Context: an optimization exercise on an open-source flow, tuned for a short achievable clock period and few clock cycles. The choices shown serve that exercise and are no tape-out recipe.
Only simulation tests tie the RTL to the original design; equivalence was not proved.
Power is estimated from default activity; no workload was simulated.

==> flow/design.v <==
module ALU(
    /*verilator lint_off UNUSED*/
    input i_clk,
    input i_reset_n,
    /*verilator lint_on UNUSED*/
    input [3:0] i_op,
    input [31:0] i_d1,
    input [31:0] i_d2,
    output [31:0] o_result
);
reg [31:0] r_result;
localparam [3:0] OP_PASSTHROUGH = 0;
localparam [3:0] OP_ADD = 1;
localparam [3:0] OP_SUB = 2;
always @(*)
begin
    case (i_op)
        OP_PASSTHROUGH: r_result = i_d1;
        OP_ADD: r_result = i_d1 + i_d2;
        OP_SUB: r_result = i_d1 - i_d2;
        default: r_result = 0;
    endcase
end
assign o_result = r_result;
endmodule
module Decoder(
    /*verilator lint_off UNUSED*/
    input i_clk,
    input i_reset_n,
    /*verilator lint_on UNUSED*/
    input [31:0] i_ir,                   
    output [7:0] o_opcode,               
    output o_re1,                        
    output [3:0] o_rs1,                  
    output o_re2,                        
    output [3:0] o_rs2,                  
    output [3:0] o_ws,                   
    output o_we,                         
    output o_ie,                         
    output [15:0] o_id                   
);
localparam [7:0]  
                 LW = 1,
                 SW = 2,
                 ADD = 3,
                 SUB = 4;
reg [7:0] r_opcode;
reg r_re1;
reg [3:0] r_rs1;
reg r_re2;
reg [3:0] r_rs2;
reg [3:0] r_ws;
reg r_we;
reg r_ie;
reg [15:0] r_id;
always @(*)
begin
    r_re1 = 0;
    r_rs1 = 0;
    r_re2 = 0;
    r_rs2 = 0;
    r_ws = 0;
    r_we = 0;
    r_id = 0;
    r_ie = 0;
    r_opcode = i_ir[31:24];
    case (r_opcode)
        LW: begin
            r_ws = i_ir[23:20];
            r_ie = 1;
            r_id = i_ir[19:4];
            r_re1 = 1;
            r_rs1 = i_ir[3:0];
        end
        SW: begin
            r_ie = 1;
            r_id = i_ir[23:8];
            r_re1 = 1;
            r_rs1 = i_ir[7:4];
            r_re2 = 1;
            r_rs2 = i_ir[3:0];
        end
        ADD, SUB: begin
            r_re1 = 1;
            r_rs1 = i_ir[7:4];
            r_re2 = 1;
            r_rs2 = i_ir[3:0];
            r_ws = i_ir[23:20];
        end
        default: begin
        end
    endcase
    case (r_opcode)
        ADD, SUB, LW: r_we = 1;
        default: begin
        end
    endcase
end
assign o_opcode = r_opcode;
assign o_re1 = r_re1;
assign o_rs1 = r_rs1;
assign o_re2 = r_re2;
assign o_rs2 = r_rs2;
assign o_ws = r_ws;
assign o_we = r_we;
assign o_ie = r_ie;
assign o_id = r_id;
endmodule
module RegisterFile(
    input i_clk,
    input i_reset_n,
    input i_we,                      
    input [3:0] i_ws,                
    input [31:0] i_wd,               
    input [3:0] i_rs1,               
    input [3:0] i_rs2,               
    output [31:0] o_rd1,             
    output [31:0] o_rd2              
);
reg [31:0] r_registers [15:0];
reg [31:0] r_rd1;
reg [31:0] r_rd2;
always @(*)
begin
    r_rd1 = r_registers[i_rs1];
    r_rd2 = r_registers[i_rs2]; 
    if (i_we)
    begin
        if (i_ws == i_rs1)
            r_rd1 = i_wd;
        if (i_ws == i_rs2)
            r_rd2 = i_wd;
    end
end
integer i;
always @(posedge i_clk or negedge i_reset_n)
begin
    if (!i_reset_n)
    begin
        begin
            for (i=0; i<16; i=i+1)
                r_registers[i] <= 0;
        end
    end
    else if (i_we)
    begin
        r_registers[i_ws] <= i_wd;
    end
end
assign o_rd1 = r_rd1;
assign o_rd2 = r_rd2;
endmodule
module StallControl(
    /*verilator lint_off UNUSED*/
    input i_clk,
    input i_reset_n,
    /*verilator lint_on UNUSED*/
    input i_decoder_re1,             
    input [3:0] i_decoder_rs1,       
    input i_decoder_re2,             
    input [3:0] i_decoder_rs2,       
    input [3:0] i_execute_ws,        
    input [7:0] i_execute_opcode,
    output o_stall
);
localparam [7:0]  
                 LW = 1;
reg r_stall;
always @(*)
begin
    r_stall = (
                (i_decoder_rs1 == i_execute_ws)
                && (i_execute_opcode == LW)
                && i_decoder_re1
              ) || 
              (
                (i_decoder_rs2 == i_execute_ws)
                && (i_execute_opcode == LW)
                && i_decoder_re2
              );
end
assign o_stall = r_stall;
endmodule
module DecoderReadRegisterMux(
    input [3:0] i_rs,
    input [31:0] i_rd,
    input [7:0] i_memory_opcode,
    input [3:0] i_memory_ws,
    input [31:0] i_memory_data,
    input [31:0] i_memory_alu_data,
    input [7:0] i_execute_opcode,
    input [3:0] i_execute_ws,
    input [31:0] i_execute_data,
    output [31:0] o_rd
);
localparam [7:0]  
                 LW = 1,
                ADD = 3,
                SUB = 4;
reg [31:0] r_rd;
always @(*)
begin
    r_rd = i_rd;
    if (((i_execute_opcode == ADD) || (i_execute_opcode == SUB)) && (i_rs == i_execute_ws))
        r_rd = i_execute_data;
    else if ((i_memory_opcode == LW) && (i_rs == i_memory_ws))
        r_rd = i_memory_data;
    else if (((i_memory_opcode == ADD) || (i_memory_opcode == SUB)) && (i_rs == i_memory_ws))
        r_rd = i_memory_alu_data;
end
assign o_rd = r_rd;
endmodule
module CPU(
    input i_clk,
    input i_reset_n,
    output [15:0] o_pc,
    input [31:0] i_instruction,
    output [15:0] o_address,
    output o_rw,
    output [31:0] o_data,
    input [31:0] i_data
);
localparam RW_READ = 0;
localparam RW_WRITE = 1;
localparam [7:0]  
                 LW = 1,
                 SW = 2,
                 ADD = 3,
                 SUB = 4;
wire w_stall;
reg [7:0] r_execute_opcode;
reg [3:0] r_execute_ws;
reg r_execute_we;
reg [31:0] r_execute_rd1;
reg [31:0] r_execute_rd2;
reg [31:0] r_execute_write_data;
reg [7:0] r_memory_opcode;
reg [3:0] r_memory_ws;
reg r_memory_we;
reg [31:0] r_memory_alu_y;
reg [31:0] r_memory_write_data;
reg [7:0] r_writeback_opcode;
reg [3:0] r_writeback_ws;
reg r_writeback_we;
reg [31:0] r_writeback_alu_y;
reg [31:0] r_writeback_data;
reg [15:0] r_pc;             
reg [31:0] r_ir;             
always @(posedge i_clk or negedge i_reset_n)
begin
    if (!i_reset_n) begin
        r_pc <= 0;
        r_ir <= 0;
    end
    else if (!w_stall) begin
        r_pc <= r_pc + 4;
        r_ir <= i_instruction;
    end
end
assign o_pc = r_pc;
wire [7:0] w_decoder_opcode;
wire w_decoder_re1;
wire [3:0] w_decoder_rs1;
wire w_decoder_re2;
wire [3:0] w_decoder_rs2;
wire [3:0] w_decoder_ws;
wire w_decoder_we;
wire w_decoder_ie;
wire [15:0] w_decoder_id;
reg w_registerfile_we;              
reg [3:0] w_registerfile_ws;        
reg [31:0] w_registerfile_wd;       
wire [31:0] w_registerfile_rd1;
wire [31:0] w_registerfile_rd2;
Decoder decoder(
    .i_clk(i_clk),
    .i_reset_n(i_reset_n),
    .i_ir(r_ir),
    .o_opcode(w_decoder_opcode),
    .o_re1(w_decoder_re1),
    .o_rs1(w_decoder_rs1),
    .o_re2(w_decoder_re2),
    .o_rs2(w_decoder_rs2),
    .o_ws(w_decoder_ws),
    .o_we(w_decoder_we),
    .o_ie(w_decoder_ie),
    .o_id(w_decoder_id)
);
RegisterFile registerFile(
    .i_clk(i_clk),
    .i_reset_n(i_reset_n),
    .i_we(w_registerfile_we),
    .i_ws(w_registerfile_ws),
    .i_wd(w_registerfile_wd),
    .i_rs1(w_decoder_rs1),
    .i_rs2(w_decoder_rs2),
    .o_rd1(w_registerfile_rd1),
    .o_rd2(w_registerfile_rd2)
);
StallControl stallControl(
    .i_clk(i_clk),
    .i_reset_n(i_reset_n),
    .i_decoder_re1(w_decoder_re1),
    .i_decoder_rs1(w_decoder_rs1),
    .i_decoder_re2(w_decoder_re2),
    .i_decoder_rs2(w_decoder_rs2),
    .i_execute_ws(r_execute_ws),
    .i_execute_opcode(r_execute_opcode),
    .o_stall(w_stall)
);
reg [31:0] r_muxed_decoder_rd1;
reg [31:0] r_muxed_decoder_rd2;
DecoderReadRegisterMux decoderReadRegisterMuxRD1(
    .i_rs(w_decoder_rs1),
    .i_rd(w_registerfile_rd1),
    .i_memory_opcode(r_memory_opcode),
    .i_memory_ws(r_memory_ws),
    .i_memory_data(i_data),
    .i_memory_alu_data(r_memory_alu_y),
    .i_execute_opcode(r_execute_opcode),
    .i_execute_ws(r_execute_ws),
    .i_execute_data(w_alu_y),
    .o_rd(r_muxed_decoder_rd1)
);
DecoderReadRegisterMux decoderReadRegisterMuxRD2(
    .i_rs(w_decoder_rs2),
    .i_rd(w_registerfile_rd2),
    .i_memory_opcode(r_memory_opcode),
    .i_memory_ws(r_memory_ws),
    .i_memory_data(i_data),
    .i_memory_alu_data(r_memory_alu_y),
    .i_execute_opcode(r_execute_opcode),
    .i_execute_ws(r_execute_ws),
    .i_execute_data(w_alu_y),
    .o_rd(r_muxed_decoder_rd2)
);
always @(posedge i_clk or negedge i_reset_n)
begin
    if (!i_reset_n)
    begin
        r_execute_opcode <= 0;
        r_execute_ws <= 0;
        r_execute_we <= 0;
    end
    else if (!w_stall) 
    begin
        r_execute_opcode <= w_decoder_opcode;
        r_execute_ws <= w_decoder_ws;
        r_execute_we <= w_decoder_we;
    end
    else
    begin
        r_execute_opcode <= 0;
        r_execute_ws <= 0;
        r_execute_we <= 0;
    end
end
always @(posedge i_clk)
begin
    if (!w_stall) 
    begin
        r_execute_rd1 <= r_muxed_decoder_rd1;
        if (w_decoder_ie)
            r_execute_rd2 <= { 16'b0, w_decoder_id };
        else
            r_execute_rd2 <= r_muxed_decoder_rd2;
        r_execute_write_data <= r_muxed_decoder_rd2;
    end
    else
    begin
        r_execute_rd1 <= 0;
        r_execute_rd2 <= 0;
        r_execute_write_data <= 0;
    end
end
reg [3:0] r_alu_op;
reg [31:0] r_alu_a;
reg [31:0] r_alu_b;
wire [31:0] w_alu_y;
ALU alu(
    .i_clk(i_clk),
    .i_reset_n(i_reset_n),
    .i_op(r_alu_op),
    .i_d1(r_alu_a),
    .i_d2(r_alu_b),
    .o_result(w_alu_y)
);
localparam [3:0] OP_PASSTHROUGH = 0;
localparam [3:0] OP_ADD = 1;
localparam [3:0] OP_SUB = 2;
always @(*)
begin
    case (r_execute_opcode)
        ADD, LW, SW: r_alu_op = OP_ADD;
        SUB: r_alu_op = OP_SUB;
        default: r_alu_op = OP_PASSTHROUGH;
    endcase
    r_alu_a = r_execute_rd1;
    r_alu_b = r_execute_rd2;
end
always @(posedge i_clk or negedge i_reset_n)
begin
    if (!i_reset_n)
    begin
        r_memory_opcode <= 0;
        r_memory_ws <= 0;
        r_memory_we <= 0;
    end
    else
    begin
        r_memory_opcode <= r_execute_opcode;
        r_memory_ws <= r_execute_ws;
        r_memory_we <= r_execute_we;
    end
end
always @(posedge i_clk)
begin
    r_memory_write_data <= r_execute_write_data;
    r_memory_alu_y <= w_alu_y;
end
reg r_rw;
reg [31:0] r_data;
reg [15:0] r_address;
always @(*)
begin
    case (r_memory_opcode)
        SW: begin
            r_rw = RW_WRITE;
            r_data = r_memory_write_data;
        end
        default: begin
            r_rw = RW_READ;
            r_data = 0;
        end
    endcase
    r_address = r_memory_alu_y[15:0];
end
always @(posedge i_clk or negedge i_reset_n)
begin
    if (!i_reset_n)
    begin
        r_writeback_opcode <= 0;
        r_writeback_ws <= 0;
        r_writeback_we <= 0;
    end
    else
    begin
        r_writeback_opcode <= r_memory_opcode;
        r_writeback_ws <= r_memory_ws;
        r_writeback_we <= r_memory_we;
    end
end
always @(posedge i_clk)
begin
    r_writeback_alu_y <= r_memory_alu_y;
    r_writeback_data <= i_data;
end
always @(*)
begin
    w_registerfile_we = r_writeback_we;
    w_registerfile_ws = r_writeback_ws;
    case (r_writeback_opcode)
        ADD, SUB: w_registerfile_wd = r_writeback_alu_y;
        LW: w_registerfile_wd = r_writeback_data;
        default: w_registerfile_wd = 0;
    endcase
end
assign o_address = r_address;
assign o_data = r_data;
assign o_rw = r_rw;
endmodule
==> flow/run.sh <==
#!/bin/bash
# synth_recipe.tcl (not shown) runs the flow's synth.tcl, then flattens the netlist and writes it again
# the make line also repeats each setting of config.mk as NAME=value (left out here)
make -C /OpenROAD-flow-scripts/flow DESIGN_CONFIG=/design/flow/config.mk WORK_HOME=/design/flow/orfs CLKGATE_MAP_FILE= SYNTH_SCRIPT=/design/flow/synth_recipe.tcl finish
==> flow/config.mk <==
export PLATFORM = sky130hd
export DESIGN_NAME = CPU
export DESIGN_NICKNAME = CPU
export VERILOG_FILES = /design/flow/design.v
export SDC_FILE = /design/flow/constraint.sdc
export NUM_CORES = 4
export LEC_CHECK = 0
export CAP_MARGIN = 20
export CORE_MARGIN = 2
export CORE_UTILIZATION = 40
export PLACE_DENSITY = 0.6
export SLEW_MARGIN = 20
==> flow/constraint.sdc <==
create_clock -name core_clock -period 5.0 [get_ports {i_clk}]
set_input_delay 1.0000 -clock core_clock [delete_from_list [all_inputs] [get_ports {i_clk}]]
set_output_delay 1.0000 -clock core_clock [all_outputs]
set_load 0.01 [all_outputs]
==> results.tsv <==
stage	metric	value	unit
run_status	status	timing/DRC/antenna clean	
power_and_ir_drop	finalPower	15.6	mW
min_path	hold_depth	0	
synth	synth-xor-area-share	0.0165	
power_and_ir_drop	seq_power_share	0.437	
critical_path	crit_type	flop to flop	
critical_path	r2r_slack	310	ps
global_route	grt_overflow_total	0	
synth	synth_top_family_by_area	compound AO/OA/AOI/OAI gates	
power_and_ir_drop	p_sw	4.17	mW
route	drc	0	
synth	syn_area_per_cell	9.04	um^2
sta	final-hold-violation-count	0	
route	routedWlPerCell	32.8	um
synth	synthCells	4506	
global_route	antenna_found_initial	15	
die	die_area	104000	um^2
critical_path	start_kind	flop	
critical_path	r2r-start	r_ir[26]$_DFFE_PN0N_	
critical_path	worstRegToRegCells	10	
cells_and_area	drive_gt1_frac	0.135	
cells_and_area	n_fill_cell	9669	
synth	synthAdderAreaFrac	0.0115	
placed_design	place_congestion	1.01	
power_and_ir_drop	p_int	11.4	mW
critical_path	timing.rr.end	r_execute_rd1[25]$_SDFF_PP0_	
route	ant_nets	0	
min_path	hold_end	r_memory_write_data[24]$_DFF_P_	
die	core	101000	um^2
critical_path	path_max_fanout	25	
sta	setup_tns	0	ps
global_route	grt_max_degree	112	
flow_run	maxCapViolations	0	
clock_tree	clk_pin_slew	60	ps
sta	rsz0062_at_grt	false	
power_and_ir_drop	ir_worst_vdd	0.210	mV
min_path	hold_path.class	flop to flop	
die	start_util	0.402	
synth	synth_top_cell_by_area	dfrtp_1	
synth	synth_edf_count	0	
power_and_ir_drop	clkPwrFrac	0.465	
sta	min_period	4690	ps
sta	slew-limit-headroom	0.101	
die	pin_count	131	
route	drt_iter0_drc	6895	
synth	synth_compound_area_frac	0.259	
synth	synth_area_leaders	dfrtp_1 (37%), dfxtp_1 (11%), a21oi_1 (5.1%), nand2_1 (4.8%), o21ai_0 (4.8%)	
clock_tree	cts_root_buf	clkbuf_16	
synth	synth_area	40700	um^2
power_and_ir_drop	swShare	0.268	
route	drt-total-wl	201000	um
critical_path	arrival	5310	ps
route	route.vias.total	40300	
power_and_ir_drop	power.density	323	nW/um^2
min_path	holdCritStartpoint	r_execute_write_data[24]$_SDFF_PP0_	
sta	setup_viol	0	
sta	fmax	213	MHz
clock_tree	clock_latency	700	ps
die	die_y	323	um
synth	muxShareOfSynthArea	0.0235	
sta	tightest_slew	1350	ps
sta	maxSlewViolCount	0	
die	die_w	323	um
power_and_ir_drop	p_leak	19.7	nW
synth	synth_ff_type	dfrtp_1	
clock_tree	cts_buffers	92	
cells_and_area	nets	4757	
clock_tree	cts_tree	done	
placed_design	post-dp-hpwl	140000	um
global_route	grt_pass1_vias	37900	
critical_path	cp-end-kind	flop	
synth	synth_cell_types	110	
synth	yosysSeqAreaShare	0.477	
synth	synth_simple_gate_area_share	0.168	
route	viasPerCell	6.58	
placed_design	io_buffers	128	
die	fp-row-count	117	
power_and_ir_drop	p_comb_frac	0.098	
sta	min_period_over_period	0.937	
synth	async_reset_ff_frac	0.727	
global_route	grt_pass1_wl	283000	um
clock_tree	clock_tree.buffer_depth	3	
clock_tree	cts.htree.levels	3	
route	drt_pass1_iterations	10	
synth	synth_seq_cells	821	
critical_path	required	5620	ps
cells_and_area	syn_to_final_growth	18.5	%
synth	yosys_warnings	7	
clock_tree	cts_sinks	821	
global_route	grtUsageTotal	0.378	
synth	synth_top_area_frac	0.367	
sta	fin_skew	35.4	ps
-- logic make-up (layout without fill, tap and decap cells) --
| logic type | Yosys count | in the layout |
|---|---|---|
| AND/OR/NAND/NOR | 1467 | 1467 |
| multiplexers | 85 | 85 |
| other | 1 | 18 |
| buffers and inverters | 426 | 652 |
| AO/OA/AOI/OAI | 1592 | 1592 |
| XOR/XNOR | 77 | 77 |
| adder cells (fa/ha/maj) | 37 | 37 |
| flip-flops | 821 | 821 |
-- cells in the mapped netlist (all sizes together), types with 11 or more instances --
cell type,number
a32oi,28
o21a,19
o22ai,32
dfrtp,597
and4,12
nand2,527
nand3b,14
a2111oi,32
ha,36
a221oi,60
nand2b,22
o21ai,400
nor4,29
a32o,13
a21oi,412
o31ai,28
dfxtp,224
a211oi,35
a211o,12
o21bai,11
a222oi,42
a31oi,32
nand3,103
nor2b,20
mux2i,46
nor3,72
and3,48
or3,18
a22o,45
a21o,16
mux2,34
a22oi,208
inv,36
o221ai,22
xor2,15
o2111ai,12
o211ai,44
clkbuf,258
xnor2,62
and2,58
buf,132
nand4,57
nor2,441
-- power groups by stage --
stage / combinational [mW] / clock [mW] / sequential (mW)
floorplan: 0.755 / 0 / 6.91
global placement: 1.47 / 0 / 6.95
detailed placement: 1.46 / 0 / 6.95
CTS: 1.47 / 7.29 / 6.82
global route: 1.59 / 7.56 / 6.83
finish: 1.52 / 7.26 / 6.82
-- flip-flops by register name (all words and copies together), names as in the netlist, 14 cells and up --
name                      cells
r_memory_alu_y               32
r_execute_rd1                32
registerFile.r_registers    512
r_memory_write_data          32
r_writeback_alu_y            32
r_execute_rd2                32
r_pc                         14
r_writeback_data             32
r_ir                         32
r_execute_write_data         32
-- routing by layer --
| metal | track usage | part of all wire | up-vias | routed length, um |
|---|---|---|---|---|
| met2 | 0.546 | 0.41 | 3149 | 83100 |
| met5 | 0 | 0.00017 | - | 34 |
| met4 | 0.229 | 0.073 | 4 | 14600 |
| met1 | 0.483 | 0.38 | 19400 | 75700 |
| met3 | 0.138 | 0.14 | 828 | 27200 |
| li1 | - | - | 16900 | - |
-- worst max-delay path: stages (launching register included) --
cell and delay, ps:
dfrtp_1 780, and4bb_1 350, or3_2 860, o41ai_4 1220, buf_4 310, a31oi_1 50, and3_1 170, nand3_1 270
o21ai_0 190, o22ai_1 290, a21o_1 110
-- worst max path at each step --
stage | end | start | slack [ps] | cells past startpoint
after floorplan | r_execute_write_data[21]$_SDFF_PP0_ | r_execute_opcode[3]$_DFF_PN0_ | 460 | 17
after global placement | r_execute_write_data[30]$_SDFF_PP0_ | r_execute_opcode[3]$_DFF_PN0_ | 140 | 18
after detailed placement | r_execute_rd2[30]$_SDFF_PP0_ | r_execute_opcode[3]$_DFF_PN0_ | 90 | 18
after CTS | r_execute_rd2[30]$_SDFF_PP0_ | r_execute_opcode[3]$_DFF_PN0_ | 90 | 18
after global routing | r_execute_rd2[22]$_SDFF_PP0_ | r_execute_opcode[3]$_DFF_PN0_ | 9 | 18
final | r_execute_rd1[25]$_SDFF_PP0_ | r_ir[26]$_DFFE_PN0N_ | 310 | 10
-- area by class of cell --
| type | count | area (um^2) | share of cell area |
|---|---|---|---|
| Sequential cell | 821 | 19400 | 0.402 |
| Antenna cell | 16 | 40.0 | 0.000829 |
| Tap cell | 1368 | 1710 | 0.0354 |
| Multi-Input combinational cell | 3260 | 19900 | 0.411 |
| Clock inverter | 54 | 566 | 0.0117 |
| Clock buffer | 119 | 2650 | 0.0548 |
| Inverter | 36 | 135 | 0.00280 |
| Timing Repair Buffer | 443 | 3910 | 0.0809 |
-- placed cells by master, fill, tap and decap left out, types with 17 or more instances in the layout --
| cell type | count |
|---|---|
| a222oi_1 | 42 |
| a22o_1 | 45 |
| a22oi_1 | 208 |
| o22ai_1 | 32 |
| nor4_1 | 25 |
| dfrtp_1 | 593 |
| nand2_1 | 523 |
| a211oi_1 | 34 |
| mux2i_1 | 46 |
| o21a_1 | 19 |
| dfxtp_1 | 224 |
| o31ai_1 | 28 |
| a31oi_1 | 30 |
| a2111oi_0 | 22 |
| clkinv_2 | 20 |
| nand4_1 | 56 |
| inv_1 | 36 |
| nand2b_1 | 20 |
| nand3_1 | 97 |
| a21oi_1 | 412 |
| buf_12 | 17 |
| a221oi_1 | 59 |
| mux2_2 | 34 |
| nor3_1 | 53 |
| clkdlybuf4s50_1 | 127 |
| o211ai_1 | 43 |
| xnor2_1 | 62 |
| clkbuf_16 | 96 |
| ha_1 | 35 |
| a32oi_1 | 28 |
| buf_4 | 295 |
| and2_1 | 58 |
| and3_1 | 46 |
| o21ai_0 | 387 |
| nor2_2 | 18 |
| nor2_1 | 413 |
| o221ai_1 | 21 |
-- metrics by stage --
step	instances	area, um^2	hold WS, ps	util	worst slack [ps]
after global routing	6102	48300	332	0.476	9.27
after CTS	6099	48200	326	0.475	93.6
after floorplan	4507	40800	310	-	461
after detailed placement	5926	45000	312	0.443	92.4
final	6117	48300	326	0.476	315
after global placement	5925	44900	310	0.443	143
-- repair_timing --
item / CTS / global route
gates resized for setup: 0 / 9
hold buffers: 0 / 0
endpoints found under the setup margin: 0 / 34
buffers inserted: 0 / 0
Testbench counts, summed over its fixed seeds: cycles 34,558.

[static timing again, ports no longer ideal]
In the flow no input, the clock included, has a driving cell. The finished layout below was timed again as built, in two steps. Step 1 (the two cells are an assumption about what drives the block):
set clk [get_ports {i_clk}]
set_driving_cell -lib_cell sky130_fd_sc_hd__clkbuf_16 $clk
set_driving_cell -lib_cell sky130_fd_sc_hd__buf_2 [delete_from_list [all_inputs] $clk]
Step 2 times the ports against the registers' clock, not the clock port: input delays grow and output delays shrink by t, the midpoint of the rising clock arrivals with the driver on. a / b / c = ideal / step 1 / step 2; a / b = the first two.
t, ns: 0.750
setup slack, ns: 0.315 / 0.315 / 0.315
worst hold slack (ns): 0.326 / 0.319 / 0.326
worst setup path at the end: register to register
After both steps this run still meets setup and hold. For this run, drivers alone change the setup slack by 0.000 ns; drivers and shift together by 0.000 ns.
